What follows belongs to an exercise in optimizing a design on an open flow for small area and a short achievable clock period; a production flow would make more cautious choices. Function was checked by simulation only, so behaviour that the tests miss may differ from the original. Power and IR drop assume default switching activity.

==> flow/design.v (excerpt) <==
module KEYBOARD_CONTROLLER (
	RST_N     ,
	DATA      ,
	CLK_50MHZ ,
	PS2CLK    ,
	ASCII_OUT ,
	COLOR     ,
	COMMAND
	);
Size in the first run: ~760 flip-flops, ~22 I/O pins, roughly 0.026 mm2 of cells after synthesis.
==> flow/config.mk <==
export PLATFORM = sky130hd
export DESIGN_NAME = KEYBOARD_CONTROLLER
export DESIGN_NICKNAME = KEYBOARD_CONTROLLER
export VERILOG_FILES = /design/flow/design.v
export SDC_FILE = /design/flow/constraint.sdc
export NUM_CORES = 4
export LEC_CHECK = 0
export CAP_MARGIN = 20
export CORE_MARGIN = 2
export CORE_UTILIZATION = 40
export CTS_BUF_LIST = sky130_fd_sc_hd__clkbuf_8
export CTS_CLUSTER_DIAMETER = 60
export CTS_CLUSTER_SIZE = 16
export SLEW_MARGIN = 20
==> flow/constraint.sdc <==
create_clock -name core_clock -period 160.0 [get_ports {CLK_50MHZ}]
set_input_delay 32.0000 -clock core_clock [delete_from_list [all_inputs] [get_ports {CLK_50MHZ}]]
set_output_delay 32.0000 -clock core_clock [all_outputs]
set_load 0.01 [all_outputs]
run.sh (not shown) runs the stock make flow with config.mk's settings and CLKGATE_MAP_FILE= SYNTH_SCRIPT=/design/flow/synth_recipe.tcl, a recipe that flattens the netlist after the stock synthesis.
Next try:
- CORE_UTILIZATION: 40 -> 65
=> The changed run completed with no timing, DRC or antenna violations; flip-flop and latch count does not change; area after synthesis stays the same; clock-buffer cell count came out lower by 5; via count came out higher by 4.9%.
Next try:
- CORE_UTILIZATION: 65 -> 40
- CTS_BUF_LIST: sky130_fd_sc_hd__clkbuf_8 -> sky130_fd_sc_hd__clkbuf_16
- CTS_CLUSTER_SIZE: 16 -> 20
The changed run passed the timing, design-rule and antenna checks. Total power climbs by 11%. Worst setup slack gains 0.11 ns. Non-clock buffer count drops by 2. Critical path depth is unchanged. Register-to-register slack loses 0.02 ns. Cell area climbs by 4.0%. Synthesized cell count does not change.
Next try:
==> flow/flow/run.sh (new file) <==
#!/bin/bash
set -euo pipefail
export BUFFER_PORTS_ARGS="-buffer_cell sky130_fd_sc_hd__buf_2"
bash standard.sh finish > flow_make.log 2>&1
==> flow/standard.sh (new file) <==
#!/bin/bash
# synth_recipe.tcl (not shown) runs the flow's synth.tcl, then flattens the netlist and writes it again
# the make line also repeats each setting of config.mk as NAME=value (left out here)
make -C /OpenROAD-flow-scripts/flow DESIGN_CONFIG=/design/flow/config.mk WORK_HOME=/design/flow/orfs CLKGATE_MAP_FILE= SYNTH_SCRIPT=/design/flow/synth_recipe.tcl "${@:-finish}"
- CTS_BUF_LIST: sky130_fd_sc_hd__clkbuf_16 -> sky130_fd_sc_hd__clkbuf_8
- CTS_CLUSTER_SIZE: 20 -> 16
removed: flow/run.sh
What happened: Die area is unchanged. Routed wire length is lower by 0.44%. Cell area went down by 1.8%. Power came out lower by 6.9%. Global-route usage stays flat. Critical path depth stays the same. Final cell count rose by 0.64%. Synthesized cell count stays the same.


Another version of the RTL of KEYBOARD_CONTROLLER (not shown whole).
For scale: about 2500 cells after synthesis, ~760 flip-flops, about 22 I/O pins, ~0.026 mm² of cells after synthesis.
==> flow/config.mk <==
export PLATFORM = sky130hd
export DESIGN_NAME = KEYBOARD_CONTROLLER
export DESIGN_NICKNAME = KEYBOARD_CONTROLLER
export VERILOG_FILES = /design/flow/design.v
export SDC_FILE = /design/flow/constraint.sdc
export NUM_CORES = 4
export LEC_CHECK = 0
export CAP_MARGIN = 20
export CORE_MARGIN = 2
export CORE_UTILIZATION = 70
export CTS_BUF_LIST = sky130_fd_sc_hd__clkbuf_8
export CTS_CLUSTER_DIAMETER = 60
export CTS_CLUSTER_SIZE = 16
export SLEW_MARGIN = 20
==> flow/constraint.sdc <==
create_clock -name core_clock -period 160.0 [get_ports {CLK_50MHZ}]
set_input_delay 32.0000 -clock core_clock [delete_from_list [all_inputs] [get_ports {CLK_50MHZ}]]
set_output_delay 32.0000 -clock core_clock [all_outputs]
set_load 0.01 [all_outputs]
standard.sh (not shown) runs the stock make flow with config.mk's settings and CLKGATE_MAP_FILE= SYNTH_SCRIPT=/design/flow/synth_recipe.tcl, a recipe that flattens the netlist after the stock synthesis.
==> flow/flow/run.sh <==
#!/bin/bash
set -euo pipefail
export BUFFER_PORTS_ARGS="-buffer_cell sky130_fd_sc_hd__buf_2"
bash standard.sh finish > flow_make.log 2>&1
The baseline ran to the end with no violations.
Rerun with:
--- a/flow/config.mk
+++ b/flow/config.mk
@@ -10,2 +10,2 @@
-export CORE_UTILIZATION = 70
-export CTS_BUF_LIST = sky130_fd_sc_hd__clkbuf_8
+export CORE_UTILIZATION = 40
+export CTS_BUF_LIST = sky130_fd_sc_hd__clkbuf_8 sky130_fd_sc_hd__clkbuf_16
Die area increases by 73%.
Global-route usage fell by 22 points.
Worst setup slack improved by 0.16 ns.
Via count decreases by 11%.
Final cell count increases by about 14%.
Count of clock-buffer cells in the layout is higher by 13.
Combinational power came out lower by about 8%.
Power is higher by 11%.
Register-to-register slack is better by 0.15 ns.
Routed wire length shrinks by about 13%.
Rerun with:
--- a/flow/config.mk
+++ b/flow/config.mk
@@ -10,4 +10,4 @@
-export CORE_UTILIZATION = 40
-export CTS_BUF_LIST = sky130_fd_sc_hd__clkbuf_8 sky130_fd_sc_hd__clkbuf_16
-export CTS_CLUSTER_DIAMETER = 60
-export CTS_CLUSTER_SIZE = 16
+export CORE_UTILIZATION = 60
+export CTS_BUF_LIST = sky130_fd_sc_hd__clkbuf_8
+export CTS_CLUSTER_DIAMETER = 50
+export CTS_CLUSTER_SIZE = 18
Result: Synthesized cell count is unchanged; wire length shrinks by a few percent; via count grows slightly.
Rerun with:
--- a/flow/config.mk
+++ b/flow/config.mk
@@ -12,2 +12,2 @@
-export CTS_CLUSTER_DIAMETER = 50
-export CTS_CLUSTER_SIZE = 18
+export CTS_CLUSTER_DIAMETER = 60
+export CTS_CLUSTER_SIZE = 16
Effect: Critical path depth does not change; sequential cell count is unchanged; worst setup slack loses 0.014 ns; synthesized cell count is unchanged; global-route usage increases by 0.22 points; sequential share of layout area is about the same; sequential power barely changes.

[afterwards: timing with drivers on the ports]
The flow's constraints put no driver on any port. The routed layouts listed below were extracted and timed again, unchanged, in two steps. Step 1, drivers: a clkbuf_16 drives CLK_50MHZ and a buf_2 each remaining input, both assumed. Step 2 times the ports against the registers' clock, not the clock port: input delays grow and output delays shrink by t, the midpoint of the rising clock arrivals with the driver on. a / b / c = ideal ports / drivers / drivers and shift; a / b = the first two.
run	shift t [ns]	setup WS [ns]	worst register clock-pin slew, ns
the first run of note 1	0.763	126.192 / 126.129 / 126.892	0.10 / 0.10
the second run of note 1	0.740	126.167 / 126.111 / 126.851	0.11 / 0.11
the third run of note 1	0.672	126.277 / 126.214 / 126.886	0.08 / 0.08
the fourth run of note 1	0.738	126.622 / 126.558 / 127.296	0.10 / 0.10
the first run of note 2	0.764	126.663 / 126.608 / 127.372	0.12 / 0.12
the second run of note 2	0.659	126.826 / 126.766 / 127.425	0.07 / 0.07
the third run of note 2	0.744	126.714 / 126.662 / 127.406	0.11 / 0.11
the fourth run of note 2	0.761	126.700 / 126.649 / 127.410	0.10 / 0.10
After both steps setup and hold are still met in every run listed.
